This design comes from an exercise in tuning for small area, a short achievable clock period and few clock cycles on the open sky130 flow, not from production work.
Only simulation tests tie the RTL to the original design; equivalence was not proved.
Power figures rest on the tool's default switching activity, not on a simulated workload.

--- run.sh ---
#!/bin/bash
# synth_recipe.tcl (not shown) runs the flow's synth.tcl, then flattens the netlist and writes it again
# the make line also repeats each setting of config.mk as NAME=value (left out here)
make -C /OpenROAD-flow-scripts/flow DESIGN_CONFIG=/design/flow/config.mk WORK_HOME=/design/flow/orfs CLKGATE_MAP_FILE= SYNTH_SCRIPT=/design/flow/synth_recipe.tcl finish
--- constraint.sdc ---
create_clock -name core_clock -period 105.0 [get_ports {clk}]
set_input_delay 21.0000 -clock core_clock [delete_from_list [all_inputs] [get_ports {clk}]]
set_output_delay 21.0000 -clock core_clock [all_outputs]
set_load 0.01 [all_outputs]
--- config.mk ---
export PLATFORM = sky130hd
export DESIGN_NAME = zeus_cpu
export DESIGN_NICKNAME = zeus_cpu
export VERILOG_FILES = /design/flow/design.v
export SDC_FILE = /design/flow/constraint.sdc
export NUM_CORES = 4
export LEC_CHECK = 0
export CAP_MARGIN = 20
export CORE_MARGIN = 2
export CORE_UTILIZATION = 40
export SLEW_MARGIN = 20
--- design.v ---
module zeus_cpu (
	input         clk,
	input         rst,
	input  [15:0] entrada,
	input         confirma_bt,
	output [7:0]  imem_addr,
	input  [31:0] imem_rdata,
	output [7:0]  dmem_addr,
	output [31:0] dmem_wdata,
	output        dmem_we,
	output        dmem_re,
	input  [31:0] dmem_rdata,
	output        out_valid,
	output [31:0] out_data,
	output        halted
);
localparam [31:0] NOP = 32'hFC000000;
function [32:0] radd32;
	input [31:0] a, b;
	input        ci;
	integer i;
	reg c;
	begin
		c = ci;
		for (i = 0; i < 32; i = i + 1) begin
			radd32[i] = a[i] ^ b[i] ^ c;
			c = (a[i] & b[i]) | (c & (a[i] ^ b[i]));
		end
		radd32[32] = c;
	end
endfunction
function [16:0] radd16;
	input [15:0] a, b;
	input        ci;
	integer i;
	reg c;
	begin
		c = ci;
		for (i = 0; i < 16; i = i + 1) begin
			radd16[i] = a[i] ^ b[i] ^ c;
			c = (a[i] & b[i]) | (c & (a[i] ^ b[i]));
		end
		radd16[16] = c;
	end
endfunction
function [17:0] radd17;
	input [16:0] a, b;
	input        ci;
	integer i;
	reg c;
	begin
		c = ci;
		for (i = 0; i < 17; i = i + 1) begin
			radd17[i] = a[i] ^ b[i] ^ c;
			c = (a[i] & b[i]) | (c & (a[i] ^ b[i]));
		end
		radd17[17] = c;
	end
endfunction
function [33:0] csadd33;
	input [32:0] a, b;
	input        ci;
	reg [16:0] lo;
	reg [17:0] h0, h1;
	begin
		lo = radd16(a[15:0], b[15:0], ci);
		h0 = radd17(a[32:16], b[32:16], 1'b0);
		h1 = radd17(a[32:16], b[32:16], 1'b1);
		csadd33 = {lo[16] ? h1 : h0, lo[15:0]};
	end
endfunction
function [3:0] hinib;
	input [31:0] v;
	begin
		if      (v[31:28] != 0) hinib = 4'd7;
		else if (v[27:24] != 0) hinib = 4'd6;
		else if (v[23:20] != 0) hinib = 4'd5;
		else if (v[19:16] != 0) hinib = 4'd4;
		else if (v[15:12] != 0) hinib = 4'd3;
		else if (v[11:8]  != 0) hinib = 4'd2;
		else if (v[7:4]   != 0) hinib = 4'd1;
		else if (v[3:0]   != 0) hinib = 4'd0;
		else                    hinib = 4'd8;
	end
endfunction
function [3:0] nibble;
	input [31:0] v;
	input [2:0]  i;
	begin
		case (i)
			3'd0: nibble = v[3:0];
			3'd1: nibble = v[7:4];
			3'd2: nibble = v[11:8];
			3'd3: nibble = v[15:12];
			3'd4: nibble = v[19:16];
			3'd5: nibble = v[23:20];
			3'd6: nibble = v[27:24];
			default: nibble = v[31:28];
		endcase
	end
endfunction
reg  [7:0]  pc;           
reg  [31:0] ir;           
reg         halted_r;
reg  [31:0] rf [0:31];
reg         busy;
reg  [2:0]  cnt;
reg  [31:0] acc;          
reg  [31:0] qr;           
wire [5:0] op    = ir[31:26];
wire [4:0] rs_a  = ir[25:21];
wire [4:0] rt_a  = ir[20:16];
wire [4:0] rd_a  = ir[15:11];
wire [5:0] funct = ir[5:0];
wire [15:0] imm  = ir[15:0];
reg  [31:0] rs_v, rt_v;
integer ri;
always @* begin
	rs_v = 32'd0;
	rt_v = 32'd0;
	for (ri = 0; ri < 32; ri = ri + 1) begin
		rs_v = rs_v | (rf[ri] & {32{rs_a == ri}});
		rt_v = rt_v | (rf[ri] & {32{rt_a == ri}});
	end
end
wire op_r    = (op == 6'd0);
wire op_addi = (op == 6'd1);
wire op_beq  = (op == 6'd2) | (op == 6'd3);
wire op_lw   = (op == 6'd6);
wire op_sw   = (op == 6'd7);
wire op_j    = (op == 6'd8);
wire op_jr   = (op == 6'd10) | (op == 6'd16) | (op == 6'd17);
wire op_in   = (op == 6'd11);
wire op_out  = (op == 6'd12);
wire op_dly  = (op == 6'd13);
wire op_rec  = (op == 6'd18);
wire op_halt = (op == 6'd19);
wire f_and = op_r & (funct == 6'd2);
wire f_div = op_r & ((funct == 6'd3) | (funct == 6'd4));
wire f_mul = op_r & (funct == 6'd5);
wire f_nor = op_r & (funct == 6'd6);
wire f_xor = op_r & (funct == 6'd7);
wire f_or  = op_r & (funct == 6'd8);
wire f_slt = op_r & (funct == 6'd9);
wire f_sub = op_r & ((funct == 6'd10) | (funct == 6'd11));
wire do_sub = f_sub | f_slt | op_beq;
wire [31:0] b_op = (op_addi | op_lw | op_sw) ? {16'd0, imm} : rt_v;
wire [32:0] sum  = radd32(rs_v, b_op ^ {32{do_sub}}, do_sub);
wire sum_zero = (sum[31:0] == 32'd0);
reg [31:0] alu_res;
always @* begin
	if (f_and)      alu_res = rs_v & rt_v;
	else if (f_nor) alu_res = ~(rs_v | rt_v);
	else if (f_xor) alu_res = rs_v ^ rt_v;
	else if (f_or)  alu_res = rs_v | rt_v;
	else if (f_slt) alu_res = {31'd0, ~sum[32]};
	else            alu_res = sum[31:0];
end
wire [3:0] hn_s = hinib(rs_v);
wire [3:0] hn_t = hinib(rt_v);
wire [2:0] hm_s  = hn_s[3] ? 3'd0 : hn_s[2:0];
wire [2:0] hm_t  = hn_t[3] ? 3'd0 : hn_t[2:0];
wire       swap  = (hm_s < hm_t);
wire [2:0] hn_m  = swap ? hm_s : hm_t;
wire       dzero = hn_t[3];
wire [2:0] kq    = dzero ? 3'd0 : ~hn_t[2:0];
wire [2:0] c = busy ? cnt : (f_mul ? hn_m : kq);
wire [3:0] nib_s = nibble(rs_v, c);
wire [3:0] nib_t = nibble(rt_v, c);
wire [3:0] nib_m = swap ? nib_s : nib_t;
wire [31:0] y_op = f_div ? ~rt_v : (swap ? rt_v : rs_v);
reg [31:0] r_init;
always @* begin
	case (kq)
		3'd0: r_init = rs_v >> 4;
		3'd1: r_init = rs_v >> 8;
		3'd2: r_init = rs_v >> 12;
		3'd3: r_init = rs_v >> 16;
		3'd4: r_init = rs_v >> 20;
		3'd5: r_init = rs_v >> 24;
		3'd6: r_init = rs_v >> 28;
		default: r_init = 32'd0;
	endcase
end
wire [31:0] r_in = busy ? acc : (f_div ? r_init : 32'd0);
reg [31:0] rr;
reg [3:0]  qn;
reg [32:0] dx;
reg [33:0] dt;
reg        sel;
integer k;
always @* begin
	rr = r_in;
	for (k = 3; k >= 0; k = k - 1) begin
		dx = {rr, f_div & nib_s[k]};
		dt = {1'b0, dx} + {1'b0, f_div, y_op} + {33'd0, f_div};
		sel = f_div ? dt[33] : nib_m[k];
		qn[k] = dt[33];
		rr = sel ? dt[31:0] : dx[31:0];
	end
end
wire [31:0] q_next  = busy ? {qr[27:0], qn} : {28'd0, qn};
wire [31:0] div_res = dzero ? 32'hFFFFFFFF : q_next;
wire md_more = (f_mul | f_div) & (c != 3'd0);
wire stall = md_more | (op_dly & ~confirma_bt);
wire taken = (op_beq | op_j) & sum_zero;
always @(posedge clk) begin
	if (rst) begin
		pc       <= 8'd0;
		ir       <= NOP;
		halted_r <= 1'b0;
	end else if (!halted_r && !stall) begin
		pc <= op_jr ? rs_v[7:0] : (taken ? imm[7:0] : pc + 8'd1);
		ir <= op_halt ? NOP : imem_rdata;
		if (op_halt) halted_r <= 1'b1;
	end
	busy <= md_more & ~rst;
	cnt  <= c - 3'd1;
	acc  <= rr;
	qr   <= q_next;
end
wire [4:0] wa = op_r ? rd_a : rt_a;
wire we = ((op_r & ~md_more) | op_addi | op_lw | op_in | op_rec);
reg [31:0] wd;
always @* begin
	if (op_lw)        wd = dmem_rdata;
	else if (op_in)   wd = {16'd0, entrada};
	else if (op_rec)  wd = 32'd0;
	else if (f_mul)   wd = rr;
	else if (f_div)   wd = div_res;
	else              wd = alu_res;
end
always @(posedge clk)
	if (we) rf[wa] <= wd;
assign imem_addr  = pc;
assign dmem_addr  = sum[7:0];
assign dmem_wdata = rt_v;
assign dmem_we    = op_sw & ~rst;
assign dmem_re    = 1'b1;
assign out_valid  = op_out & ~rst;
assign out_data   = rs_v;
assign halted     = halted_r;
endmodule
==> results of run 1 <==
layer usage:
layer / wire, um / vias up / track usage / share of wire
met4: 34000 / 18 / 0.306 / 0.10
met3: 58000 / 2167 / 0.181 / 0.17
met5: 155 / - / 0.00565 / 0.00046
met1: 113000 / 29200 / 0.485 / 0.33
met2: 134000 / 6800 / 0.565 / 0.40
li1: - / 23000 / - / -
state kept, by name, summed over array words and instances (netlist names):
| name | flops |
|---|---|
| halted_r | 1 |
| cnt | 3 |
| acc | 32 |
| pc | 8 |
| rf | 1024 |
| qr | 28 |
| busy | 1 |
| ir | 32 |
logic make-up (layout without fill, tap and decap cells):
group / after synthesis / in the layout
AOI/OAI and AO/OA: 1811 / 1811
xor gates and xnor gates: 148 / 148
adders and majority gates: 240 / 240
buffers and inverters: 604 / 834
DFF: 1129 / 1129
muxes: 79 / 79
other: 1 / 50
and+or+nand+nor: 1691 / 1691
placed cells by master (no fill, tap or decap), types with 104 or more instances in the layout:
| cell type | n |
|---|---|
| ha_1 | 201 |
| buf_4 | 276 |
| inv_1 | 170 |
| clkdlybuf4s50_1 | 165 |
| a22oi_1 | 686 |
| nand2_1 | 318 |
| nand3_1 | 169 |
| nor2_1 | 171 |
| and3_1 | 464 |
| a2111oi_0 | 134 |
| dfxtp_1 | 104 |
| nand4_1 | 141 |
| a21oi_1 | 244 |
| edfxtp_1 | 1024 |
| o21ai_0 | 198 |
| clkbuf_16 | 117 |
worst paths after layout:
check              start   endpoint  slack, ns  cells after the start
setup / recovery     rst  out_valid      61.41                      4
hold reg to reg    qr[4]      qr[8]       0.44                      2
setup reg to reg  ir[16]  rf[6][13]      74.80                     89
hold / removal     qr[4]      qr[8]       0.44                      2
synthesized netlist by cell type (88+ instances only):
cell type	instances	area [um^2]
edfxtp_1	1024	30700
a21oi_1	248	1240
xnor2_1	88	771
dfxtp_1	105	2100
nand3_1	169	846
clkbuf_1	353	1330
o21ai_0	199	996
ha_1	201	2510
a2111oi_0	134	1170
nand4_1	141	882
nand2_1	319	1200
a22oi_1	686	5150
nor2_1	275	1030
and3_1	465	2910
inv_1	171	642
area by class of cell:
class | instances | area share
Clock buffer | 138 | 0.0416
Antenna cell | 49 | 0.00169
Timing Repair Buffer | 443 | 0.0519
Sequential cell | 1129 | 0.453
Tap cell | 2058 | 0.0355
Inverter | 174 | 0.00901
Clock inverter | 79 | 0.0129
Multi-Input combinational cell | 3970 | 0.394
worst max-delay path: stages:
cell and delay [ns]:
clkdlybuf4s50_1 0.39, buf_4 0.27, nor4_1 0.33, clkdlybuf4s50_1 0.59
power groups by stage:
stage | clock network, mW | registers [mW] | logic (mW)
floorplan | 0 | 0.589 | 0.478
global placement | 0 | 0.590 | 0.734
detailed placement | 0 | 0.590 | 0.740
CTS | 0.434 | 0.581 | 0.744
global route | 0.451 | 0.581 | 0.816
finish | 0.437 | 0.581 | 0.774
through the flow:
stage,setup slack (ns),instances,util
finish,61.41,8040,0.464
global route,61.31,7994,0.463
CTS,61.40,7990,0.463
detailed placement,61.42,7773,0.438
global placement,61.39,7773,0.438
floorplan,62.34,5703,-
==> run notes, run 1 <==
----------------------------------------------------
[Die]
  Horizontal die dimension ... 400 um
  Die Y-Extent ... 400 um
  Row count ... 145
  I/O pin cnt ... 167
  Effective utilization at floorplan ... 0.402
  Core Box Area ... 156000 um^2
  DIE AREA ... 160000 um^2

[GRT]
  Number of antenna violations at the first check in global routing ... 33
  Remaining Overflow, GRT ... 0
  GRT Resource Usage Total ... 0.404
  Vias in the first global route ... 55300
  Global-route wire length before repair ... 452000 um
  Largest net degree at the start of global routing ... 67

[Final layout]
  Multi-input gate area ... 28500 um^2
  Register cell area after layout ... 32900 um^2
  Area grow syn2layout ... 15.3%
  Filler instances ... 14200
  Layout cells sized above 1 ... 0.119
  Total Nets Final ... 6156
  Cell area after layout ... 72400 um^2

[Clocking]
  Buffers inserted by post-CTS timing repair ... 0
  Count of instances resized after the clock tree is built ... 0
  TritonCTS Sinks ... 1129
  Clock transition time at the flip-flop clock pins of the worst setup and hold paths ... 0.06 ns
  TritonCTS clock tree ... done
  Hold_buf cts ... 0
  Largest buffer count on any clock path ... 3
  Clock Latency Late Sink ... 0.82 ns
  Number of buffers created by CTS ... 115
  Library cell used as clock root buffer ... clkbuf_16
  Count of H-tree levels built during CTS ... 3

[Logic synthesis]
  Cells after Synth ... 5703
  Multiplexer area fraction after synthesis ... 0.0134
  Post-synth cell types ... 100
  Compound-gate portion of the synthesized area ... 0.207
  Post-synth EDFFs ... 1024
  Main combinational cell family by area after synthesis ... compound AO/OA/AOI/OAI gates
  Synth Area in Simple Gates ... 0.145
  Fraction of registers with async set or reset after synthesis ... 0
  Mean cell area of the mapped netlist ... 11.0 um^2
  #FFs+latches synth ... 1129
  Post-Synth XOR/XNOR Area ... 0.0206
  Sequential-to-total area share from yosys stat ... 0.523
  Post-synthesis adder-cell area fraction ... 0.0524
  Netlist area before placement ... 62800 um^2
  Synth warn ... 1
  Syn Nets ... 6026
  Leading register cell type out of synthesis ... edfxtp_1

[Setup path]
  CP Max Fanout ... 44
  Critical path type ... primary input to output port
  Kind of start point of the critical path ... primary input
  Kind of capture point of the worst setup path ... output port
  Data required time of the worst path ... 84.00 ns
  Signal arrival time at the worst endpoint ... 22.59 ns

[Timing]
  RSZ-0062 raised after global routing ... no
  Setup violators final ... 0
  Pin slew with the least headroom to its limit ... 1.24 ns
  Worst-case hold slack ... 0.440 ns
  Pins Over Slew Limit ... 0
  Peak clock frequency supported by timing ... 0.0229 GHz
  Time the worst path needs with I/O delays and setup ... 43.59 ns
  Fraction of the cycle the final worst path needs ... 0.415
  Worst-case clock skew ... 0.0897 ns
  Max-Slew Margin vs Limit ... 0.172
  Number of endpoints with negative hold slack in the final report ... 0
  Accumulated negative setup slack ... 0 ns

[Min path]
  Worst hold path type ... register to register

[Pwr]
  Switching power total ... 0.708 mW
  Flop pwr share ... 0.324
  Share of total power in the clock network ... 0.244
  Internal power ... 1.08 mW
  VDD IR-drop max ... 0.0187 mV
  Fraction of power spent switching nets ... 0.395
  Total power of the final layout ... 1.79 mW
  Combinational share of power ... 0.432
  Pleak ... 27.1 nW
  Total power divided by cell area ... 24.7 nW/um^2

[Place]
  Number of I/O port buffers ... 165
  Placed Area ... 68400 um^2
  Half-perimeter wire length after detailed placement ... 203000 um
  Weighted congestion at the end of routability-driven global placement ... 0.993

[Detailed routing]
  Drt pass-1 iters ... 14
  Wire length per cell after detailed routing ... 42.2 um
  Vias ... 61300
  Average vias per placed instance ... 7.62
  Final ANT Viol Nets ... 0
  First-iteration detailed-routing DRC count ... 13800
  Drt total wl ... 339000 um
  Detailed-route DRC error count ... 0

[Run]
  Number of maximum-capacitance constraint violations ... 0

[Run status]
  Result of the run ... no timing/DRC/antenna violations

----------------------------------------------------
Testbench counts, summed over its fixed seeds: cycles 53,373.
==> run 2: changes to the inputs <==
--- a/design.v
+++ b/design.v
@@ -30,6 +30,6 @@
 	end
 endfunction
-function [16:0] radd16;
-	input [15:0] a, b;
+function [11:0] radd11;
+	input [10:0] a, b;
 	input        ci;
 	integer i;
@@ -37,35 +37,36 @@
 	begin
 		c = ci;
-		for (i = 0; i < 16; i = i + 1) begin
-			radd16[i] = a[i] ^ b[i] ^ c;
+		for (i = 0; i < 11; i = i + 1) begin
+			radd11[i] = a[i] ^ b[i] ^ c;
 			c = (a[i] & b[i]) | (c & (a[i] ^ b[i]));
 		end
-		radd16[16] = c;
-	end
-endfunction
-function [17:0] radd17;
-	input [16:0] a, b;
+		radd11[11] = c;
+	end
+endfunction
+function [11:0] incr11;
+	input [11:0] s0;
 	input        ci;
 	integer i;
-	reg c;
-	begin
-		c = ci;
-		for (i = 0; i < 17; i = i + 1) begin
-			radd17[i] = a[i] ^ b[i] ^ c;
-			c = (a[i] & b[i]) | (c & (a[i] ^ b[i]));
+	reg p;
+	begin
+		p = 1'b1;
+		for (i = 0; i < 11; i = i + 1) begin
+			incr11[i] = s0[i] ^ (ci & p);
+			p = p & s0[i];
 		end
-		radd17[17] = c;
-	end
-endfunction
-function [33:0] csadd33;
-	input [32:0] a, b;
-	input        ci;
-	reg [16:0] lo;
-	reg [17:0] h0, h1;
-	begin
-		lo = radd16(a[15:0], b[15:0], ci);
-		h0 = radd17(a[32:16], b[32:16], 1'b0);
-		h1 = radd17(a[32:16], b[32:16], 1'b1);
-		csadd33 = {lo[16] ? h1 : h0, lo[15:0]};
+		incr11[11] = s0[11] | (ci & p);
+	end
+endfunction
+function [32:0] ciadd32;
+	input [31:0] a, b;
+	input        ci;
+	reg [11:0] b0, u1, u2, m1, m2;
+	begin
+		b0 = radd11(a[10:0], b[10:0], ci);
+		u1 = radd11(a[21:11], b[21:11], 1'b0);
+		u2 = radd11({1'b0, a[31:22]}, {1'b0, b[31:22]}, 1'b0);
+		m1 = incr11(u1, b0[11]);
+		m2 = incr11({1'b0, u2[10:0]}, m1[11]);
+		ciadd32 = {m2[10], m2[9:0], m1[10:0], b0[10:0]};
 	end
 endfunction
@@ -164,5 +165,6 @@
 wire [2:0] hn_m  = swap ? hm_s : hm_t;
 wire       dzero = hn_t[3];
-wire [2:0] kq    = dzero ? 3'd0 : ~hn_t[2:0];
+wire [3:0] dd    = {1'b0, hn_s[2:0]} - {1'b0, hn_t[2:0]};
+wire [2:0] kq    = (hn_s[3] | hn_t[3] | dd[3]) ? 3'd0 : dd[2:0];
 wire [2:0] c = busy ? cnt : (f_mul ? hn_m : kq);
 wire [3:0] nib_s = nibble(rs_v, c);
@@ -187,5 +189,5 @@
 reg [3:0]  qn;
 reg [32:0] dx;
-reg [33:0] dt;
+reg [32:0] dt;
 reg        sel;
 integer k;
@@ -194,7 +196,7 @@
 	for (k = 3; k >= 0; k = k - 1) begin
 		dx = {rr, f_div & nib_s[k]};
-		dt = {1'b0, dx} + {1'b0, f_div, y_op} + {33'd0, f_div};
-		sel = f_div ? dt[33] : nib_m[k];
-		qn[k] = dt[33];
+		dt = ciadd32(dx[31:0], y_op, f_div);
+		qn[k] = dx[32] | dt[32];
+		sel = f_div ? qn[k] : nib_m[k];
 		rr = sel ? dt[31:0] : dx[31:0];
 	end
==> run 2 against run 1 <==
Still clean. Count of clock-buffer cells in the layout unchanged. Synthesized cell count is 1.7% lower. Total power rose by 5.5%. Sequential power about the same. Fmax fell by 1.2%. Area after synthesis rose by 1.0%. Final cell count is 1.2% lower. Hold slack improved by 0.0029 ns. Clock skew is 0.025 ns higher. Via count grew 0.81%. Largest cell class unchanged. Wire length rose by 8.7%.
==> run notes, run 2 <==
----------------------------------------------------
[Place]
  Post-placement cell count ... 7661 (-1.4%)
  Number of I/O port buffers ... 165 (unchanged)
  Weighted congestion at the end of routability-driven global placement ... 1.03 (+3.4%)
  Half-perimeter wire length after detailed placement ... 230000 um (+13%)

[Die]
  Effective utilization at floorplan ... 0.402 (-0.000589)
  Die Y-Extent ... 402 um (+0.50%)
  Core Box Area ... 158000 um^2 (+1.2%)
  Horizontal die dimension ... 402 um (+0.50%)
  I/O pin cnt ... 167 (unchanged)
  DIE AREA ... 162000 um^2 (+1.0%)
  Row count ... 146 (+0.69%)

[Clocking]
  TritonCTS clock tree ... done
  Clock Latency Late Sink ... 0.84 ns (+0.02 ns)
  Library cell used as clock root buffer ... clkbuf_16
  TritonCTS Sinks ... 1129 (unchanged)
  Largest buffer count on any clock path ... 3 (unchanged)
  Buffers inserted by post-CTS timing repair ... 0 (unchanged)
  Hold_buf cts ... 0 (unchanged)
  Count of instances resized after the clock tree is built ... 0 (unchanged)
  Number of buffers created by CTS ... 118 (+2.6%)
  Count of H-tree levels built during CTS ... 3 (unchanged)
  Clock transition time at the flip-flop clock pins of the worst setup and hold paths ... 0.07 ns (about the same)

[Logic synthesis]
  Sequential-to-total area share from yosys stat ... 0.518 (-0.00522)
  Post-synth EDFFs ... 1024 (unchanged)
  Largest cells by area after synthesis ... edfxtp_1 (48%), a22oi_1 (6.3%), fa_1 (4.8%), dfxtp_1 (3.3%), mux2i_1 (2.9%)
  Fraction of registers with async set or reset after synthesis ... 0 (unchanged)
  Synth warn ... 1 (unchanged)
  Mean cell area of the mapped netlist ... 11.3 um^2 (+2.8%)
  Most frequent cells after synthesis ... edfxtp_1 (1024), a22oi_1 (531), clkbuf_1 (347)
  Leading register cell type out of synthesis ... edfxtp_1
  #FFs+latches synth ... 1129 (unchanged)
  Post-synth cell types ... 107 (+7.0%)
  Fraction of post-synthesis cell area in the top cell type by area ... 0.484 (-0.00489)
  Post-synth top area cell ... edfxtp_1
  Syn Nets ... 5933 (-1.5%)
  Cells after Synth ... 5606 (-1.7%)
  Top-count cell post-synth ... edfxtp_1
  Netlist area before placement ... 63500 um^2 (+1.0%)

[Setup path]
  Critical path's most frequent cell ... fa_1
  Kind of capture point of the worst setup path ... register
  Kind of start point of the critical path ... register
  Worst-path cell with the longest stage delay ... dfxtp_2
  CP Max Fanout ... 41 (-6.8%)
  Signal arrival time at the worst endpoint ... 44.69 ns (+22.10 ns)
  Biggest cell delay along the critical path ... 0.92 ns (+0.33 ns)
  Data required time of the worst path ... 105.57 ns (+21.57 ns)
  Critical path type ... register to register

[Timing]
  Setup violators final ... 0 (unchanged)
  Worst-case clock skew ... 0.115 ns (+0.0253 ns)
  Accumulated negative setup slack ... 0 ns (unchanged)
  Fraction of the cycle the final worst path needs ... 0.420 (+0.00497)
  Pin slew with the least headroom to its limit ... 1.31 ns (+0.0699 ns)
  RSZ-0062 raised after global routing ... no
  Max-Slew Margin vs Limit ... 0.123 (-0.0493)
  Time the worst path needs with I/O delays and setup ... 44.11 ns (+0.522 ns)
  Pins Over Slew Limit ... 0 (unchanged)
  Number of endpoints with negative hold slack in the final report ... 0 (unchanged)
  Peak clock frequency supported by timing ... 0.0227 GHz (-1.2%)

[Pwr]
  Pleak ... 25.6 nW (-5.5%)
  VDD IR-drop max ... 0.0250 mV (+34%)
  Total power divided by cell area ... 25.8 nW/um^2 (+4.4%)

[GRT]
  Global-route wire length before repair ... 487000 um (+7.7%)
  GRT Resource Usage Total ... 0.441 (+0.0364)
  Remaining Overflow, GRT ... 0 (unchanged)
  Vias in the first global route ... 55700 (+0.78%)
  Largest net degree at the start of global routing ... 65 (-3.0%)
  Number of antenna violations at the first check in global routing ... 42 (+27%)

[Detailed routing]
  Average vias per placed instance ... 7.78 (+2.0%)
  First-iteration detailed-routing DRC count ... 15700 (+14%)
  Wire length per cell after detailed routing ... 46.4 um (+10%)
  Final ANT Viol Nets ... 0 (unchanged)
  Vias ... 61800 (+0.81%)
  Detailed-route DRC error count ... 0 (unchanged)
  Drt pass-1 iters ... 13 (-1)
  Drt total wl ... 369000 um (+8.7%)

[Final layout]
  Flip-flop count of the largest register after layout ... 1024 (unchanged)
  Final non-filler cell total ... 7944 (-1.2%)
  Most flop-heavy register ... rf
  Area grow syn2layout ... 15.3% (about the same)
  Total Nets Final ... 6041 (-1.9%)
  Most frequent standard cell in the layout excluding fill and tap cells ... edfxtp_1
  Leading cell types in the layout, fill and taps excluded ... edfxtp_1 (1024), a22oi_1 (531), nand2_1 (318)
  Largest registers ... rf: 1024 flops, acc: 32 flops, ir: 32 flops
  Layout cells sized above 1 ... 0.136 (+0.0177)

[Min path]
  Worst hold path type ... register to register

[Run]
  Number of maximum-capacitance constraint violations ... 0 (unchanged)

[Run status]
  Result of the run ... no timing/DRC/antenna violations

----------------------------------------------------
-- run 2: changes by cell type in the layout (fill, tap and decap cells not counted), sizes merged, moves of 52 or more --
| cell | previous run | this run |
|---|---|---|
| fa | 39 | 152 |
| and3 | 465 | 242 |
| a21o | 57 | 5 |
| mux2 | 35 | 89 |
| a22oi | 686 | 531 |
| a21oi | 249 | 170 |
| nand3 | 170 | 286 |
| a2111oi | 136 | 73 |
| ha | 201 | 92 |
| mux2i | 44 | 186 |
-- run 2: layout make-up --
class                      count  area, um^2
multi-input combinational   3788       28900
sequential                  1129       32900
inverter                     212         796
clock buffer                 138        3070
clock inverter                85         911
fill                       14300       84800
timing repair buffer         465        3930
antenna                       55         138
tap                         2072        2590
-- run 2: critical path: cells and delay by family (launching register included) --
| kind | cells | cell delay (ns) |
|---|---|---|
| AOI/OAI and AO/OA | 20 | 5.99 |
| xor gates and xnor gates | 4 | 0.90 |
| adders and majority gates | 45 | 20.12 |
| buffers and inverters | 13 | 3.22 |
| DFF | 1 | 0.92 |
| muxes | 2 | 0.74 |
| and+or+nand+nor | 43 | 11.79 |
-- run 2: kinds of logic after synthesis --
group                      count (synthesis)  share of synthesized area
AOI/OAI and AO/OA                       1450                      0.168
muxes                                    275                     0.0453
DFF                                     1129                      0.518
other                                      1                  0.0000591
buffers and inverters                    689                     0.0447
and+or+nand+nor                         1703                      0.143
adders and majority gates                244                     0.0661
xor gates and xnor gates                 115                     0.0159
-- run 2: metrics by stage --
| stage | hold slack (ns) | power, mW | setup WS (ns) | utilization | cell area [um^2] |
|---|---|---|---|---|---|
| 2_1_floorplan | 0.409 | 1.12 | 62.34 | - | 63500 |
| 3_3_place_gp | 0.423 | 1.42 | 61.59 | 0.437 | 69000 |
| 3_5_place_dp | 0.426 | 1.43 | 61.28 | 0.437 | 69000 |
| 4_1_cts | 0.442 | 1.86 | 61.17 | 0.462 | 73000 |
| 5_1_grt | 0.469 | 1.96 | 58.79 | 0.463 | 73100 |
| 6_report | 0.443 | 1.89 | 60.89 | 0.463 | 73200 |
-- run 2: final timing paths --
kind	startpoint	to	slack [ns]	cells past startpoint
setup reg to reg	ir[17]	rf[28][17]	60.89	127
hold reg to reg	qr[2]	qr[6]	0.44	2
hold / removal	qr[2]	qr[6]	0.44	2
setup / recovery	ir[17]	rf[28][17]	60.89	127
-- run 2: where the power goes --
group          total, mW  switching (mW)  leakage [nW]  internal, mW
registers          0.583         0.00533          10.1         0.578
logic              0.866           0.570          13.6         0.297
clock network      0.441           0.199          1.91         0.243
total               1.89           0.774          25.6          1.12
-- run 2: routing by layer --
| metal | vias up | wire, um | track usage |
|---|---|---|---|
| met1 | 29600 | 122000 | 0.531 |
| met3 | 2274 | 67400 | 0.226 |
| li1 | 22200 | - | - |
| met5 | - | 544 | 0.0101 |
| met4 | 24 | 37300 | 0.332 |
| met2 | 7618 | 142000 | 0.593 |
Testbench counts of run 2, summed over its fixed seeds: cycles 51,593.
==> run 3: changes to the inputs <==
--- a/design.v
+++ b/design.v
@@ -30,43 +30,32 @@
 	end
 endfunction
-function [11:0] radd11;
-	input [10:0] a, b;
-	input        ci;
-	integer i;
-	reg c;
-	begin
-		c = ci;
-		for (i = 0; i < 11; i = i + 1) begin
-			radd11[i] = a[i] ^ b[i] ^ c;
-			c = (a[i] & b[i]) | (c & (a[i] ^ b[i]));
-		end
-		radd11[11] = c;
-	end
-endfunction
-function [11:0] incr11;
-	input [11:0] s0;
-	input        ci;
-	integer i;
-	reg p;
-	begin
-		p = 1'b1;
-		for (i = 0; i < 11; i = i + 1) begin
-			incr11[i] = s0[i] ^ (ci & p);
-			p = p & s0[i];
-		end
-		incr11[11] = s0[11] | (ci & p);
-	end
-endfunction
 function [32:0] ciadd32;
 	input [31:0] a, b;
 	input        ci;
-	reg [11:0] b0, u1, u2, m1, m2;
-	begin
-		b0 = radd11(a[10:0], b[10:0], ci);
-		u1 = radd11(a[21:11], b[21:11], 1'b0);
-		u2 = radd11({1'b0, a[31:22]}, {1'b0, b[31:22]}, 1'b0);
-		m1 = incr11(u1, b0[11]);
-		m2 = incr11({1'b0, u2[10:0]}, m1[11]);
-		ciadd32 = {m2[10], m2[9:0], m1[10:0], b0[10:0]};
+	integer blk, i;
+	reg c, bc, p, g;
+	reg [3:0] s0;
+	reg [31:0] s;
+	begin
+		c = ci;
+		for (blk = 0; blk < 8; blk = blk + 1) begin
+			g = (blk == 0) ? ci : 1'b0;
+			for (i = 0; i < 4; i = i + 1) begin
+				s0[i] = a[4*blk+i] ^ b[4*blk+i] ^ g;
+				g = (a[4*blk+i] & b[4*blk+i]) | (g & (a[4*blk+i] ^ b[4*blk+i]));
+			end
+			if (blk == 0) begin
+				s[3:0] = s0;
+				c = g;
+			end else begin
+				p = 1'b1;
+				for (i = 0; i < 4; i = i + 1) begin
+					s[4*blk+i] = s0[i] ^ (c & p);
+					p = p & s0[i];
+				end
+				c = g | (c & p);
+			end
+		end
+		ciadd32 = {c, s};
 	end
 endfunction
@@ -103,4 +92,5 @@
 reg  [7:0]  pc;           
 reg  [31:0] ir;           
+reg         nv;           
 reg         halted_r;
 reg  [31:0] rf [0:31];
@@ -109,5 +99,5 @@
 reg  [31:0] acc;          
 reg  [31:0] qr;           
-wire [5:0] op    = ir[31:26];
+wire [5:0] op    = nv ? NOP[31:26] : ir[31:26];
 wire [4:0] rs_a  = ir[25:21];
 wire [4:0] rt_a  = ir[20:16];
@@ -208,13 +198,14 @@
 wire taken = (op_beq | op_j) & sum_zero;
 always @(posedge clk) begin
+	nv <= rst;
 	if (rst) begin
 		pc       <= 8'd0;
-		ir       <= NOP;
 		halted_r <= 1'b0;
 	end else if (!halted_r && !stall) begin
 		pc <= op_jr ? rs_v[7:0] : (taken ? imm[7:0] : pc + 8'd1);
+		if (op_halt) halted_r <= 1'b1;
+	end
+	if (!halted_r && !stall)
 		ir <= op_halt ? NOP : imem_rdata;
-		if (op_halt) halted_r <= 1'b1;
-	end
 	busy <= md_more & ~rst;
 	cnt  <= c - 3'd1;
==> flow/run.sh (new file) <==
#!/bin/bash
# The standard layout (standard.sh), with two layout choices changed:
#  - the port buffers are plain buf_2 cells instead of delay buffers;
#  - clock tree synthesis uses sink clusters of up to 20 flip-flops and no dummy loads.
set -euo pipefail
export BUFFER_PORTS_ARGS="-buffer_cell sky130_fd_sc_hd__buf_2"
export CTS_ARGS="-sink_clustering_enable -repair_clock_nets -dont_use_dummy_load -sink_clustering_size 20 -sink_clustering_max_diameter 100"
bash standard.sh finish > standard_finish.log 2>&1
==> standard.sh (new file) <==
#!/bin/bash
# synth_recipe.tcl (not shown) runs the flow's synth.tcl, then flattens the netlist and writes it again
# the make line also repeats each setting of config.mk as NAME=value (left out here)
make -C /OpenROAD-flow-scripts/flow DESIGN_CONFIG=/design/flow/config.mk WORK_HOME=/design/flow/orfs CLKGATE_MAP_FILE= SYNTH_SCRIPT=/design/flow/synth_recipe.tcl "${@:-finish}"
--- a/config.mk
+++ b/config.mk
@@ -9,3 +9,4 @@
 export CORE_MARGIN = 2
 export CORE_UTILIZATION = 40
+export PLACE_DENSITY = 0.45
 export SLEW_MARGIN = 20
removed: run.sh
==> run 3 against run 2 <==
Still clean. Total power increased by 10%. Synthesized cell count decreased by 4.3%. First-iteration DRC count decreased by 27%. Critical endpoint is now out_valid.
==> run notes, run 3 <==
----------------------------------------------------
[Timing]
  Peak clock frequency supported by timing ... 0.0235 GHz (+3.5%)
  Worst-case hold slack ... 0.460 ns (+0.0171 ns)
  RSZ-0062 raised after global routing ... no
  Pin slew with the least headroom to its limit ... 1.33 ns (+0.0208 ns)
  Fraction of the cycle the final worst path needs ... 0.406 (-0.0142)
  Setup violators final ... 0 (unchanged)
  Pins Over Slew Limit ... 0 (unchanged)
  Max-Slew Margin vs Limit ... 0.112 (-0.0110)
  Worst-case clock skew ... 0.0762 ns (-0.0388 ns)
  Time the worst path needs with I/O delays and setup ... 42.63 ns (-1.49 ns)
  Accumulated negative setup slack ... 0 ns (unchanged)
  Number of endpoints with negative hold slack in the final report ... 0 (unchanged)

[Logic synthesis]
  Syn Nets ... 5710 (-3.8%)
  Cells after Synth ... 5363 (-4.3%)
  Largest cells by area after synthesis ... edfxtp_1 (51%), a22oi_1 (7.5%), fa_1 (4.2%), ha_1 (2.6%), and3_1 (2.5%)
  Sequential-to-total area share from yosys stat ... 0.532 (+0.0148)
  Fraction of registers with async set or reset after synthesis ... 0 (unchanged)
  Top-count cell post-synth ... edfxtp_1
  Post-synth top area cell ... edfxtp_1
  Synth warn ... 1 (unchanged)
  Leading register cell type out of synthesis ... edfxtp_1
  Post-synth EDFFs ... 1056 (+3.1%)
  Netlist area before placement ... 62400 um^2 (-1.8%)
  #FFs+latches synth ... 1130 (+0.089%)
  Most frequent cells after synthesis ... edfxtp_1 (1056), a22oi_1 (624), clkbuf_1 (319)
  Post-synth cell types ... 107 (unchanged)
  Fraction of post-synthesis cell area in the top cell type by area ... 0.509 (+0.0241)
  Mean cell area of the mapped netlist ... 11.6 um^2 (+2.7%)

[Detailed routing]
  Drt pass-1 iters ... 10 (-3)
  Wire length per cell after detailed routing ... 50.0 um (+7.6%)
  Detailed-route DRC error count ... 0 (unchanged)
  Average vias per placed instance ... 7.56 (-2.8%)
  Final ANT Viol Nets ... 0 (unchanged)
  First-iteration detailed-routing DRC count ... 11500 (-27%)
  Vias ... 56800 (-8.0%)
  Drt total wl ... 376000 um (+1.8%)

[Clocking]
  Number of buffers created by CTS ... 70 (-41%)
  TritonCTS clock tree ... done
  Clock transition time at the flip-flop clock pins of the worst setup and hold paths ... 0.04 ns (-0.03 ns)
  Hold_buf cts ... 0 (unchanged)
  Count of H-tree levels built during CTS ... 3 (unchanged)
  Clock Latency Late Sink ... 0.73 ns (-0.11 ns)
  Library cell used as clock root buffer ... clkbuf_16
  Buffers inserted by post-CTS timing repair ... 0 (unchanged)
  Largest buffer count on any clock path ... 3 (unchanged)
  TritonCTS Sinks ... 1130 (+0.089%)
  Count of instances resized after the clock tree is built ... 0 (unchanged)

[Min path]
  HP Start ... qr[20]
  Min-Delay Path Depth ... 1 (-1)
  Worst min-delay path endpoint ... qr[24]
  Worst hold path type ... register to register

[Pwr]
  Flop pwr share ... 0.318 (+0.010)
  Switching power total ... 0.921 mW (+19%)
  Pleak ... 24.5 nW (-4.3%)
  Internal power ... 1.16 mW (+3.7%)
  Combinational share of power ... 0.548 (+0.090)
  Total power divided by cell area ... 30.2 nW/um^2 (+17%)
  VDD IR-drop max ... 0.0313 mV (+25%)
  Fraction of power spent switching nets ... 0.443 (+0.0336)
  Share of total power in the clock network ... 0.134 (-0.099)

[Final layout]
  Most frequent standard cell in the layout excluding fill and tap cells ... edfxtp_1
  Largest registers ... rf: 1024 flops, acc: 32 flops, ir: 32 flops
  Flip-flop count of the largest register after layout ... 1024 (unchanged)
  Total Nets Final ... 5802 (-4.0%)
  Filler instances ... 14300 (+0.39%)
  Area grow syn2layout ... 10.4%
  Most flop-heavy register ... rf
  Leading cell types in the layout, fill and taps excluded ... edfxtp_1 (1056), a22oi_1 (624), buf_4 (281)
  Layout cells sized above 1 ... 0.147 (+0.0104)

[Setup path]
  Cell chain of the critical path ... buf_2 > nor3_1 > buf_2
  Launch instance of the worst register-to-register path ... ir[25]
  Critical path type ... primary input to output port
  Kind of capture point of the worst setup path ... output port
  CP Max Fanout ... 13 (-68%)
  Kind of start point of the critical path ... primary input
  Signal arrival time at the worst endpoint ... 21.63 ns (-23.06 ns)
  Bufs and invs on worst path ... 2 (-11)
  FF-to-FF path depth ... 106 (-17%)
  Data required time of the worst path ... 84.00 ns (-21.57 ns)
  Setup slack on the worst flop-to-flop path ... 71.54 ns (+10.65 ns)
  Cell class contributing the biggest share of worst-path delay ... buffers and inverters
  Biggest cell delay along the critical path ... 0.26 ns (-0.66 ns)
  Critical path's most frequent cell ... buf_2
  Worst-path cell with the longest stage delay ... nor3_1
  FF-to-FF End ... rf[13][31]

[Place]
  Half-perimeter wire length after detailed placement ... 232000 um (+0.75%)
  Weighted congestion at the end of routability-driven global placement ... 0.990 (-3.5%)
  Number of I/O port buffers ... 165 (unchanged)

[GRT]
  Remaining Overflow, GRT ... 0 (unchanged)
  GRT Resource Usage Total ... 0.462 (+0.0210)
  Vias in the first global route ... 52400 (-6.0%)
  Largest net degree at the start of global routing ... 65 (unchanged)
  Global-route wire length before repair ... 488000 um (+0.26%)
  Number of antenna violations at the first check in global routing ... 35 (-17%)

[Die]
  Horizontal die dimension ... 399 um (-0.88%)
  DIE AREA ... 159000 um^2 (-1.7%)
  Row count ... 144 (-1.4%)
  Die Y-Extent ... 399 um (-0.88%)
  I/O pin cnt ... 167 (unchanged)
  Effective utilization at floorplan ... 0.404 (+0.00213)
  Core Box Area ... 154000 um^2 (-2.3%)

[Run]
  Number of maximum-capacitance constraint violations ... 0 (unchanged)

[Run status]
  Result of the run ... no timing/DRC/antenna violations

----------------------------------------------------
run 3: final cells by class:
type | count | area, um^2 | share of cell area
multi-input cells | 3632 | 27700 | 0.402
diodes | 18 | 45.0 | 0.000654
flip-flops and latches | 1130 | 33200 | 0.482
inverters | 172 | 646 | 0.00937
well taps | 2044 | 2560 | 0.0371
clock buffers | 70 | 1750 | 0.0254
repair buffers | 449 | 2980 | 0.0433
run 3: worst max-delay path by stage:
stage           endpoint  slack, ns  depth (start not counted)  from
2_1_floorplan    dmem_we      62.56                          1   rst
3_3_place_gp     dmem_we      62.30                          3   rst
3_5_place_dp     dmem_we      62.36                          3   rst
4_1_cts          dmem_we      62.35                          3   rst
5_1_grt          dmem_we      62.33                          3   rst
6_report       out_valid      62.37                          3   rst
run 3: worst register-to-register path, delay by kind of cell, from the launching register on:
family | cells | cell delay (ns)
compound gates | 39 | 9.75
fa+ha+maj | 18 | 7.39
buf+inv | 9 | 2.76
flops | 1 | 0.33
mux | 4 | 1.88
simple gates | 36 | 10.98
run 3: stage by stage:
| stage | power [mW] | instances | instance area, um^2 | worst slack (ns) | utilization |
|---|---|---|---|---|---|
| CTS | 2.06 | 7494 | 68800 | 62.35 | 0.445 |
| global placement | 1.77 | 7424 | 67000 | 62.30 | 0.434 |
| finish | 2.08 | 7515 | 68900 | 62.37 | 0.446 |
| global route | 2.18 | 7498 | 68800 | 62.33 | 0.446 |
| detailed placement | 1.78 | 7424 | 67000 | 62.36 | 0.434 |
| floorplan | 1.38 | 5363 | 62400 | 62.56 | - |
run 3: power groups by stage:
stage                     clock [mW]  sequential, mW  combinational, mW
final                          0.279           0.661               1.14
after global routing           0.290           0.661               1.23
after CTS                      0.276           0.661               1.12
after detailed placement           0           0.671               1.11
after global placement             0           0.671               1.10
after floorplan                    0           0.671              0.704
run 3: metal layers:
metal  wire length (um)  global-route usage  part of all wire
met2             156000               0.666              0.41
met5                109                   0           0.00029
met4              36800               0.364             0.098
met1             130000               0.559              0.35
met3              53300               0.165              0.14
run 3: kinds of logic after synthesis:
kind of cell / Yosys count / share of synthesized area
and+or+nand+nor: 1597 / 0.140
xor gates and xnor gates: 122 / 0.0171
AOI/OAI and AO/OA: 1455 / 0.171
DFF: 1130 / 0.532
buffers and inverters: 601 / 0.0386
other: 1 / 0.0000601
muxes: 193 / 0.0326
adders and majority gates: 264 / 0.0689
Testbench counts of run 3, summed over its fixed seeds: cycles 51,593.
==> run 4: changes to the inputs <==
--- a/design.v
+++ b/design.v
@@ -93,4 +93,6 @@
 reg  [31:0] ir;           
 reg         nv;           
+reg         sw_r;         
+reg         out_r;        
 reg         halted_r;
 reg  [31:0] rf [0:31];
@@ -208,4 +210,11 @@
 	if (!halted_r && !stall)
 		ir <= op_halt ? NOP : imem_rdata;
+	if (rst) begin
+		sw_r  <= 1'b0;
+		out_r <= 1'b0;
+	end else if (!halted_r && !stall) begin
+		sw_r  <= ~op_halt & (imem_rdata[31:26] == 6'd7);
+		out_r <= ~op_halt & (imem_rdata[31:26] == 6'd12);
+	end
 	busy <= md_more & ~rst;
 	cnt  <= c - 3'd1;
@@ -229,7 +238,7 @@
 assign dmem_addr  = sum[7:0];
 assign dmem_wdata = rt_v;
-assign dmem_we    = op_sw & ~rst;
+assign dmem_we    = sw_r & ~rst;
 assign dmem_re    = 1'b1;
-assign out_valid  = op_out & ~rst;
+assign out_valid  = out_r & ~rst;
 assign out_data   = rs_v;
 assign halted     = halted_r;
==> run 4 against run 3 <==
Via count up 5.7%. Global-route usage increased by 1.3 points. Count of clock-buffer cells in the layout decreased by 1. Design area rose by 1.8%. Critical path type unchanged. Combinational power up 5%. Largest power group unchanged. Final cell count is 2.7% higher. Largest cell class unchanged. Critical endpoint unchanged. Critical path depth stayed put. Clock skew increased by 0.010 ns.
==> run notes, run 4 <==
----------------------------------------------------
[Logic synthesis]
  Fraction of registers with async set or reset after synthesis ... 0 (unchanged)
  Synth warn ... 1 (unchanged)
  Top-count cell post-synth ... edfxtp_1
  Post-Synth XOR/XNOR Area ... 0.0167 (-0.000431)
  Syn Nets ... 5848 (+2.4%)
  Post-synth cell types ... 103 (-3.7%)
  Compound-gate portion of the synthesized area ... 0.172 (+0.00130)
  Netlist area before placement ... 63400 um^2 (+1.7%)
  Synth Area in Simple Gates ... 0.137 (-0.00249)
  Mean cell area of the mapped netlist ... 11.5 um^2 (-0.81%)
  Cells after Synth ... 5501 (+2.6%)
  Leading register cell type out of synthesis ... edfxtp_1
  Multiplexer area fraction after synthesis ... 0.0422 (+0.00956)
  Fraction of post-synthesis cell area in the top cell type by area ... 0.500 (-0.00870)
  Most frequent cells after synthesis ... edfxtp_1 (1056), a22oi_1 (519), clkbuf_1 (316)
  Sequential-to-total area share from yosys stat ... 0.524 (-0.00848)
  Main combinational cell family by area after synthesis ... compound AO/OA/AOI/OAI gates
  Post-synthesis adder-cell area fraction ... 0.0677 (-0.00118)
  Post-synth EDFFs ... 1056 (unchanged)
  Post-synth top area cell ... edfxtp_1
  Largest cells by area after synthesis ... edfxtp_1 (50%), a22oi_1 (6.1%), fa_1 (4.2%), mux2i_1 (3.0%), ha_1 (2.6%)
  #FFs+latches synth ... 1132 (+0.18%)

[Final layout]
  Post-Route Utilization ... 0.444 (-0.00246)
  Total Nets Final ... 5956 (+2.7%)
  Layout cells sized above 1 ... 0.148 (+0.000781)
  Most flop-heavy register ... rf
  Most frequent standard cell in the layout excluding fill and tap cells ... edfxtp_1
  Flip-flop count of the largest register after layout ... 1024 (unchanged)
  Area grow syn2layout ... 10.5% (about the same)
  Largest registers ... rf: 1024 flops, acc: 32 flops, ir: 32 flops
  Leading cell types in the layout, fill and taps excluded ... edfxtp_1 (1056), a22oi_1 (519), buf_4 (311)

[Die]
  Core Box Area ... 158000 um^2 (+2.3%)
  Row count ... 146 (+1.4%)
  Effective utilization at floorplan ... 0.402 (-0.00234)
  I/O pin cnt ... 167 (unchanged)
  Die Y-Extent ... 402 um (+0.86%)
  DIE AREA ... 162000 um^2 (+1.7%)
  Horizontal die dimension ... 402 um (+0.86%)

[Setup path]
  Critical path type ... primary input to output port
  Data required time of the worst path ... 84.00 ns (about the same)
  Cell chain of the critical path ... buf_2 > nor2b_1 > buf_2
  Worst-path cell with the longest stage delay ... buf_2
  Cell class contributing the biggest share of worst-path delay ... buffers and inverters
  Kind of start point of the critical path ... primary input
  Kind of capture point of the worst setup path ... output port
  CP Max Fanout ... 15 (+2)
  Bufs and invs on worst path ... 2 (unchanged)
  Critical path's most frequent cell ... buf_2
  Biggest cell delay along the critical path ... 0.25 ns (about the same)
  Signal arrival time at the worst endpoint ... 21.48 ns (-0.15 ns)

[Timing]
  Pins Over Slew Limit ... 0 (unchanged)
  Worst-case hold slack ... 0.459 ns (-0.00132 ns)
  Pin slew with the least headroom to its limit ... 1.32 ns (-0.0129 ns)
  RSZ-0062 raised after global routing ... no
  Peak clock frequency supported by timing ... 0.0235 GHz (+0.34%)
  Accumulated negative setup slack ... 0 ns (unchanged)
  Worst Setup Slack, final ... 62.52 ns (+0.147 ns)
  Time the worst path needs with I/O delays and setup ... 42.48 ns (-0.147 ns)
  Number of endpoints with negative hold slack in the final report ... 0 (unchanged)
  Setup violators final ... 0 (unchanged)
  Worst-case clock skew ... 0.0862 ns (+0.0101 ns)
  Max-Slew Margin vs Limit ... 0.122 (+0.0105)
  Fraction of the cycle the final worst path needs ... 0.405 (-0.00140)

[Detailed routing]
  Drt pass-1 iters ... 8 (-2)
  First-iteration detailed-routing DRC count ... 13600 (+18%)
  Wire length per cell after detailed routing ... 51.3 um (+2.6%)
  Average vias per placed instance ... 7.78 (+2.9%)
  Final ANT Viol Nets ... 0 (unchanged)
  Detailed-route DRC error count ... 0 (unchanged)
  Vias ... 60000 (+5.7%)
  Drt total wl ... 396000 um (+5.4%)

[Clocking]
  Clock transition time at the flip-flop clock pins of the worst setup and hold paths ... 0.05 ns (about the same)
  Count of instances resized after the clock tree is built ... 0 (unchanged)
  Clock Latency Late Sink ... 0.76 ns (+0.03 ns)
  Hold_buf cts ... 0 (unchanged)
  TritonCTS clock tree ... done
  Library cell used as clock root buffer ... clkbuf_16
  Buffers inserted by post-CTS timing repair ... 0 (unchanged)
  TritonCTS Sinks ... 1132 (+0.18%)
  Number of buffers created by CTS ... 69 (-1.4%)
  Count of H-tree levels built during CTS ... 3 (unchanged)
  Largest buffer count on any clock path ... 3 (unchanged)

[Place]
  Weighted congestion at the end of routability-driven global placement ... 0.991 (+0.10%)
  Worst Setup Slack post-DPL ... 62.52 ns (+0.153 ns)
  Half-perimeter wire length after detailed placement ... 248000 um (+7.2%)
  Number of I/O port buffers ... 165 (unchanged)

[Pwr]
  Pleak ... 25.1 nW (+2.5%)
  VDD IR-drop max ... 0.0294 mV (-6.2%)
  Total power divided by cell area ... 30.3 nW/um^2 (+0.34%)
  Total power of the final layout ... 2.12 mW (+2.1%)

[GRT]
  M3 GR Usage ... 0.184 (+0.0188)
  Global-route wire length before repair ... 511000 um (+4.7%)
  Met2 usage ... 0.630 (-0.0359)
  Vias in the first global route ... 53700 (+2.5%)
  Largest net degree at the start of global routing ... 65 (unchanged)
  GR Util met1 ... 0.640 (+0.0811)
  Remaining Overflow, GRT ... 0 (unchanged)
  GRT Resource Usage Total ... 0.474 (+0.0125)
  Busiest metal layer after global routing ... met1
  Number of antenna violations at the first check in global routing ... 57 (+63%)

[Run]
  Number of maximum-capacitance constraint violations ... 0 (unchanged)

[Run status]
  Result of the run ... no timing/DRC/antenna violations

[Min path]
  Worst hold path type ... register to register

----------------------------------------------------
-- run 4: changes by cell type after synthesis, sizes merged, moves of 13 or more --
cell	delta
o32ai	+13
a22oi	-105
nand2	+53
nand4	-23
inv	+14
mux2i	+66
and3	+15
o21ai	+32
nand3	-54
buf	+14
a22o	+19
-- run 4: layer usage --
| layer | vias up | part of all wire | routed length (um) |
|---|---|---|---|
| met4 | 36 | 0.080 | 31600 |
| met5 | - | 0.00065 | 256 |
| met2 | 6462 | 0.39 | 153000 |
| met3 | 1643 | 0.16 | 62700 |
| li1 | 21700 | - | - |
| met1 | 30200 | 0.38 | 149000 |
-- run 4: cells by family after synthesis --
group / after synthesis
fa+ha+maj: 264
buf+inv: 625
other cells: 1
compound gates: 1493
xor+xnor: 121
flops: 1132
mux: 257
simple gates: 1608
-- run 4: final timing paths --
check / slack (ns) / end / start / cells after the start
setup / recovery: 62.52 / out_valid / rst / 3
hold / removal: 0.46 / qr[10] / qr[6] / 1
setup reg to reg: 71.25 / rf[28][26] / ir[16] / 100
hold reg to reg: 0.46 / qr[10] / qr[6] / 1
-- run 4: cell type report --
class,count,area (um^2)
Fill cell,14800,87900
Timing Repair Buffer,477,3180
Inverter,185,694
Clock buffer,69,1730
Multi-Input combinational cell,3744,28600
Sequential cell,1132,33200
Antenna cell,40,100
Tap cell,2072,2590
-- run 4: power by group --
part / total (mW) / switching, mW / leakage, nW / internal, mW
Combinational: 1.20 / 0.808 / 14.1 / 0.392
Sequential: 0.645 / 0.00380 / 10.2 / 0.641
Clock: 0.278 / 0.161 / 0.850 / 0.117
-- run 4: metrics by stage --
step           instances  area, um^2
2_1_floorplan       5501       63400
6_report            7719       70100
4_1_cts             7679       70000
3_5_place_dp        7610       68200
5_1_grt             7680       70000
3_3_place_gp        7610       68200
Testbench counts of run 4, summed over its fixed seeds: cycles 51,593.
==> run 5: changes to the inputs <==
==> flow/run.sh (replaced) <==
#!/bin/bash
# The standard layout (standard.sh), with these layout choices changed:
#  - the port buffers are plain buf_2 cells instead of delay buffers;
#  - clock tree synthesis uses sink clusters of up to 20 flip-flops and no dummy loads;
#  - the pins of rst, dmem_we and out_valid are placed next to each other
#    (rst gates both outputs combinationally).
set -euo pipefail
export BUFFER_PORTS_ARGS="-buffer_cell sky130_fd_sc_hd__buf_2"
export CTS_ARGS="-sink_clustering_enable -repair_clock_nets -dont_use_dummy_load -sink_clustering_size 20 -sink_clustering_max_diameter 100"
export IO_CONSTRAINTS="$PWD/flow/io.tcl"
bash standard.sh finish > standard_finish.log 2>&1
==> flow/io.tcl (new file) <==
set_io_pin_constraint -group -order -pin_names {dmem_we rst out_valid}
==> run 5 against run 4 <==
Count of clock-buffer cells in the layout unchanged. Sequential power about the same. Combinational power about the same. Critical path depth is the same. Via count is 0.13% higher. Design area rose by 0.34%. Wire length fell by 0.20%. Largest cell class unchanged. Hold slack worse by 0.010 ns.
==> run notes, run 5 <==
----------------------------------------------------
[GRT]
  Remaining Overflow, GRT ... 0 (unchanged)
  Vias in the first global route ... 53600 (-0.12%)
  GR Util met1 ... 0.624 (-0.0156)
  Met2 usage ... 0.627 (-0.00345)
  GRT Resource Usage Total ... 0.473 (-0.00124)
  Largest net degree at the start of global routing ... 65 (unchanged)
  Global-route wire length before repair ... 510000 um (-0.15%)
  Number of antenna violations at the first check in global routing ... 69 (+21%)
  Busiest metal layer after global routing ... met2
  M3 GR Usage ... 0.202 (+0.0182)

[Logic synthesis]
  Fraction of registers with async set or reset after synthesis ... 0 (unchanged)
  Top-count cell post-synth ... edfxtp_1
  Sequential-to-total area share from yosys stat ... 0.524 (unchanged)
  Mean cell area of the mapped netlist ... 11.5 um^2 (unchanged)
  Synth warn ... 1 (unchanged)
  Most frequent cells after synthesis ... edfxtp_1 (1056), a22oi_1 (519), clkbuf_1 (316)
  Cells after Synth ... 5501 (unchanged)
  Post-synth EDFFs ... 1056 (unchanged)
  Syn Nets ... 5848 (unchanged)
  #FFs+latches synth ... 1132 (unchanged)
  Fraction of post-synthesis cell area in the top cell type by area ... 0.500 (unchanged)
  Netlist area before placement ... 63400 um^2 (unchanged)
  Leading register cell type out of synthesis ... edfxtp_1
  Largest cells by area after synthesis ... edfxtp_1 (50%), a22oi_1 (6.1%), fa_1 (4.2%), mux2i_1 (3.0%), ha_1 (2.6%)
  Post-synth cell types ... 103 (unchanged)
  Post-synth top area cell ... edfxtp_1

[Die]
  I/O pin cnt ... 167 (unchanged)
  DIE AREA ... 162000 um^2 (unchanged)
  Row count ... 146 (unchanged)
  Horizontal die dimension ... 402 um (unchanged)
  Core Box Area ... 158000 um^2 (unchanged)
  Effective utilization at floorplan ... 0.402 (unchanged)
  Die Y-Extent ... 402 um (unchanged)

[Final layout]
  Layout cells sized above 1 ... 0.148 (about the same)
  Flip-flop count of the largest register after layout ... 1024 (unchanged)
  Final non-filler cell total ... 7751 (+0.41%)
  Most flop-heavy register ... rf
  Leading cell types in the layout, fill and taps excluded ... edfxtp_1 (1056), a22oi_1 (519), buf_4 (307)
  Area grow syn2layout ... 10.8%
  Filler instances ... 14600 (-1.3%)
  Total Nets Final ... 5961 (+0.084%)
  Most frequent standard cell in the layout excluding fill and tap cells ... edfxtp_1
  Largest registers ... rf: 1024 flops, acc: 32 flops, ir: 32 flops

[Timing]
  Max-Slew Margin vs Limit ... 0.0856 (-0.0368)
  Fraction of the cycle the final worst path needs ... 0.404 (about the same)
  Accumulated negative setup slack ... 0 ns (unchanged)
  Pin slew with the least headroom to its limit ... 1.37 ns (+0.0552 ns)
  Time the worst path needs with I/O delays and setup ... 42.47 ns (-0.00810 ns)
  Pins Over Slew Limit ... 0 (unchanged)
  Peak clock frequency supported by timing ... 0.0235 GHz (about the same)
  Worst-case clock skew ... 0.109 ns (+0.0232 ns)
  Number of endpoints with negative hold slack in the final report ... 0 (unchanged)
  Setup violators final ... 0 (unchanged)
  RSZ-0062 raised after global routing ... no

[Place]
  Number of I/O port buffers ... 165 (unchanged)
  Weighted congestion at the end of routability-driven global placement ... 0.989 (-0.27%)
  Half-perimeter wire length after detailed placement ... 247000 um (-0.49%)
  Post-placement cell count ... 7612 (+0.026%)

[Detailed routing]
  Average vias per placed instance ... 7.76 (-0.29%)
  Drt pass-1 iters ... 7 (-1)
  First-iteration detailed-routing DRC count ... 14500 (+6.9%)
  Drt total wl ... 395000 um (-0.20%)
  Detailed-route DRC error count ... 0 (unchanged)
  Final ANT Viol Nets ... 0 (unchanged)
  Wire length per cell after detailed routing ... 51.0 um (-0.61%)
  Vias ... 60100 (+0.13%)

[Setup path]
  FF-to-FF path depth ... 96 (-4.0%)
  Signal arrival time at the worst endpoint ... 21.47 ns (about the same)
  Data required time of the worst path ... 84.00 ns (about the same)
  Biggest cell delay along the critical path ... 0.25 ns (about the same)
  Critical path type ... primary input to output port
  Worst-path cell with the longest stage delay ... buf_2
  Kind of capture point of the worst setup path ... output port
  Cell chain of the critical path ... buf_2 > nor2b_1 > buf_2
  CP Max Fanout ... 15 (unchanged)
  Kind of start point of the critical path ... primary input
  Critical path's most frequent cell ... buf_2

[Clocking]
  Largest buffer count on any clock path ... 3 (unchanged)
  TritonCTS clock tree ... done
  Hold_buf cts ... 0 (unchanged)
  Number of buffers created by CTS ... 69 (unchanged)
  Clock transition time at the flip-flop clock pins of the worst setup and hold paths ... 0.08 ns (+0.03 ns)
  TritonCTS Sinks ... 1132 (unchanged)
  Clock Latency Late Sink ... 0.76 ns (about the same)
  Buffers inserted by post-CTS timing repair ... 0 (unchanged)
  Count of instances resized after the clock tree is built ... 0 (unchanged)
  Library cell used as clock root buffer ... clkbuf_16
  Count of H-tree levels built during CTS ... 3 (unchanged)

[Run]
  Number of maximum-capacitance constraint violations ... 0 (unchanged)

[Pwr]
  Total power divided by cell area ... 29.8 nW/um^2 (-1.6%)
  Pleak ... 25.2 nW (+0.29%)
  Total power of the final layout ... 2.10 mW (-1.3%)
  VDD IR-drop max ... 0.0310 mV (+5.4%)

[Min path]
  Min-Delay Path Depth ... 1 (unchanged)
  Worst hold path type ... register to register

[Run status]
  Result of the run ... no timing/DRC/antenna violations

----------------------------------------------------
run 5: worst paths after layout:
path | startpoint | to | slack (ns)
worst max-delay path | rst | dmem_we | 62.53
worst max register to register | ir[20] | rf[3][4] | 71.08
worst min register to register | qr[10] | qr[14] | 0.45
worst min-delay path | qr[10] | qr[14] | 0.45
run 5: logic make-up after synthesis:
kind of cell | Yosys count | synth area share
flip-flops | 1132 | 0.524
AND/OR/NAND/NOR | 1608 | 0.137
XOR/XNOR | 121 | 0.0167
buffers and inverters | 625 | 0.0403
adder cells (fa/ha/maj) | 264 | 0.0677
AO/OA/AOI/OAI | 1493 | 0.172
multiplexers | 257 | 0.0422
other | 1 | 0.0000591
run 5: through the flow:
step | hold WS, ns | util | cell area [um^2] | setup WS, ns
floorplan | 0.429 | - | 63400 | 62.82
global placement | 0.432 | 0.432 | 68200 | 62.47
detailed placement | 0.441 | 0.433 | 68400 | 62.53
CTS | 0.449 | 0.444 | 70100 | 62.53
global route | 0.460 | 0.444 | 70200 | 62.47
finish | 0.449 | 0.445 | 70300 | 62.53
run 5: cell type report:
type / count / area [um^2] / share of cell area
multi-input combinational: 3744 / 28500 / 0.406
timing repair buffer: 482 / 3370 / 0.0479
sequential: 1132 / 33200 / 0.473
tap: 2072 / 2590 / 0.0369
inverter: 185 / 694 / 0.00987
clock buffer: 69 / 1730 / 0.0246
antenna: 67 / 168 / 0.00238
run 5: per-layer routing:
metal | share of wire | vias up | wire length [um]
li1 | - | 21800 | -
met2 | 0.39 | 6562 | 153000
met4 | 0.080 | 28 | 31600
met1 | 0.37 | 30000 | 146000
met3 | 0.16 | 1739 | 64400
met5 | 0.00066 | - | 261
run 5: power by group:
| part | total [mW] | switching, mW | internal (mW) |
|---|---|---|---|
| Sequential | 0.644 | 0.00370 | 0.641 |
| Clock | 0.279 | 0.162 | 0.117 |
| Combinational | 1.17 | 0.782 | 0.389 |
run 5: worst max-delay path: cells and delay by family:
kind,cells,cell delay (ns)
buffers and inverters,2,0.40
and+or+nand+nor,1,0.08
==> run 6: changes to the inputs <==
--- a/design.v
+++ b/design.v
@@ -93,6 +93,4 @@
 reg  [31:0] ir;           
 reg         nv;           
-reg         sw_r;         
-reg         out_r;        
 reg         halted_r;
 reg  [31:0] rf [0:31];
@@ -210,11 +208,4 @@
 	if (!halted_r && !stall)
 		ir <= op_halt ? NOP : imem_rdata;
-	if (rst) begin
-		sw_r  <= 1'b0;
-		out_r <= 1'b0;
-	end else if (!halted_r && !stall) begin
-		sw_r  <= ~op_halt & (imem_rdata[31:26] == 6'd7);
-		out_r <= ~op_halt & (imem_rdata[31:26] == 6'd12);
-	end
 	busy <= md_more & ~rst;
 	cnt  <= c - 3'd1;
@@ -238,7 +229,7 @@
 assign dmem_addr  = sum[7:0];
 assign dmem_wdata = rt_v;
-assign dmem_we    = sw_r & ~rst;
+assign dmem_we    = op_sw & ~rst;
 assign dmem_re    = 1'b1;
-assign out_valid  = out_r & ~rst;
+assign out_valid  = op_out & ~rst;
 assign out_data   = rs_v;
 assign halted     = halted_r;
==> run 6 against run 5 <==
Still clean. Hold slack gained 0.014 ns. Clock skew fell by 0.038 ns. Clock power barely moved. Design area shrank 2.1%. Sequential cell count is 2 lower. Non-clock buffer count is 35 lower. Sequential power increased by 3%. Setup slack worse by 0.20 ns. Critical path type unchanged. Largest power group unchanged.
==> run notes, run 6 <==
----------------------------------------------------
[Run status]
  Result of the run ... no timing/DRC/antenna violations

[Clocking]
  TritonCTS clock tree ... done
  Count of H-tree levels built during CTS ... 3 (unchanged)
  TritonCTS Sinks ... 1130 (-0.18%)
  Clock transition time at the flip-flop clock pins of the worst setup and hold paths ... 0.04 ns (-0.04 ns)
  Number of buffers created by CTS ... 70 (+1.4%)
  Count of instances resized after the clock tree is built ... 0 (unchanged)

[GRT]
  Met2 usage ... 0.663 (+0.0363)
  GR Util met1 ... 0.561 (-0.0629)
  Busiest metal layer after global routing ... met2

[Die]
  Row count ... 144 (-1.4%)
  Core Box Area ... 154000 um^2 (-2.3%)
  Die Y-Extent ... 399 um (-0.85%)
  Effective utilization at floorplan ... 0.404 (+0.00234)

[Timing]
  Worst-case hold slack ... 0.462 ns (+0.0137 ns)
  Peak clock frequency supported by timing ... 0.0234 GHz (-0.48%)
  Pin slew with the least headroom to its limit ... 1.32 ns (-0.0504 ns)
  Accumulated negative setup slack ... 0 ns (unchanged)
  Setup violators final ... 0 (unchanged)
  Pins Over Slew Limit ... 0 (unchanged)

[Detailed routing]
  Vias ... 57000 (-5.2%)
  Final ANT Viol Nets ... 0 (unchanged)
  Average vias per placed instance ... 7.58 (-2.3%)
  Wire length per cell after detailed routing ... 50.0 um (-1.8%)

[Final layout]
  Layout cells sized above 1 ... 0.147 (-0.000774)
  Most frequent standard cell in the layout excluding fill and tap cells ... edfxtp_1
  Total Nets Final ... 5800 (-2.7%)
  Cell area after layout ... 68800 um^2 (-2.1%)
  Flip-flop count of the largest register after layout ... 1024 (unchanged)
  Largest registers ... rf: 1024 flops, acc: 32 flops, ir: 32 flops

[Logic synthesis]
  Synth warn ... 1 (unchanged)
  Fraction of post-synthesis cell area in the top cell type by area ... 0.509 (+0.00870)
  Fraction of registers with async set or reset after synthesis ... 0 (unchanged)
  Mean cell area of the mapped netlist ... 11.6 um^2 (+0.82%)
  Post-synth EDFFs ... 1056 (unchanged)

[Setup path]
  Biggest cell delay along the critical path ... 0.29 ns (+0.04 ns)
  Launch instance of the worst register-to-register path ... ir[19]
  Signal arrival time at the worst endpoint ... 21.68 ns (+0.21 ns)
  Critical path's most frequent cell ... buf_2
  Setup slack on the worst flop-to-flop path ... 72.23 ns (+1.15 ns)

[Place]
  Weighted congestion at the end of routability-driven global placement ... 0.995 (+0.60%)
  Placed Area ... 67000 um^2 (-2.0%)
  Number of I/O port buffers ... 165 (unchanged)
  Half-perimeter wire length after detailed placement ... 233000 um (-5.9%)

[Pwr]
  Total power divided by cell area ... 30.3 nW/um^2 (+1.8%)
  Pleak ... 24.4 nW (-2.8%)
  VDD IR-drop max ... 0.0240 mV (-22%)

[Min path]
  Min-Delay Path Depth ... 1 (unchanged)

[Run]
  Number of maximum-capacitance constraint violations ... 0 (unchanged)

----------------------------------------------------
[run 6: changes by cell type after synthesis, sizes merged, moves of 23 or more]
cell   previous run  this run
a22oi           519       624
mux2i           187       121
nand3           182       236
nand2           279       226
o21ai           174       142
nand4           135       158
[run 6: cell type report]
class / count / area [um^2] / area share
sequential: 1130 / 33200 / 0.482
multi-input combinational: 3632 / 27700 / 0.402
timing repair buffer: 447 / 2940 / 0.0427
tap: 2044 / 2560 / 0.0372
clock buffer: 70 / 1750 / 0.0254
inverter: 172 / 646 / 0.00938
antenna: 24 / 60.1 / 0.000872
[run 6: cells by family after synthesis]
group | count (synthesis) | share of synthesized area
AOI/OAI and AO/OA | 1455 | 0.171
xor gates and xnor gates | 122 | 0.0171
adders and majority gates | 264 | 0.0689
buffers and inverters | 601 | 0.0386
DFF | 1130 | 0.532
muxes | 193 | 0.0326
other | 1 | 0.0000601
and+or+nand+nor | 1597 | 0.140
[run 6: through the flow]
stage | cells | setup slack, ns | total power [mW] | util
5_1_grt | 7495 | 62.24 | 2.18 | 0.445
3_5_place_dp | 7422 | 62.32 | 1.79 | 0.434
3_3_place_gp | 7422 | 62.38 | 1.77 | 0.434
2_1_floorplan | 5363 | 62.56 | 1.38 | -
6_report | 7519 | 62.32 | 2.09 | 0.446
4_1_cts | 7492 | 62.31 | 2.06 | 0.445
[run 6: per-layer routing]
metal	vias up	routed length, um
li1	21200	-
met1	28700	132000
met2	5491	155000
met3	1578	52900
met4	16	36600
met5	-	262
[run 6: how the worst max path moves through the flow]
stage,from,end,slack (ns),cells after the start
3_3_place_gp,rst,dmem_we,62.38,3
6_report,rst,dmem_we,62.32,3
2_1_floorplan,rst,dmem_we,62.56,1
5_1_grt,rst,dmem_we,62.24,3
4_1_cts,rst,dmem_we,62.31,3
3_5_place_dp,rst,dmem_we,62.32,3
[run 6: worst max-delay path: cells and delay by family]
kind	cells	cell delay (ns)
buffers and inverters	2	0.37
and+or+nand+nor	1	0.29
[run 6: report_power, final]
group	leakage [nW]	internal [mW]	switching, mW	total, mW
clock network	0.863	0.119	0.160	0.279
logic	13.4	0.382	0.766	1.15
registers	10.1	0.656	0.00424	0.661
Testbench counts of run 6, summed over its fixed seeds: cycles 51,593.

Setup slack of run 6, layout unchanged: 62.324 ns with ideal ports, 62.304 ns with driving cells assumed (clock clkbuf_16, inputs buf_2), 62.304 ns with port delays also shifted by the 0.793 ns mid clock arrival.
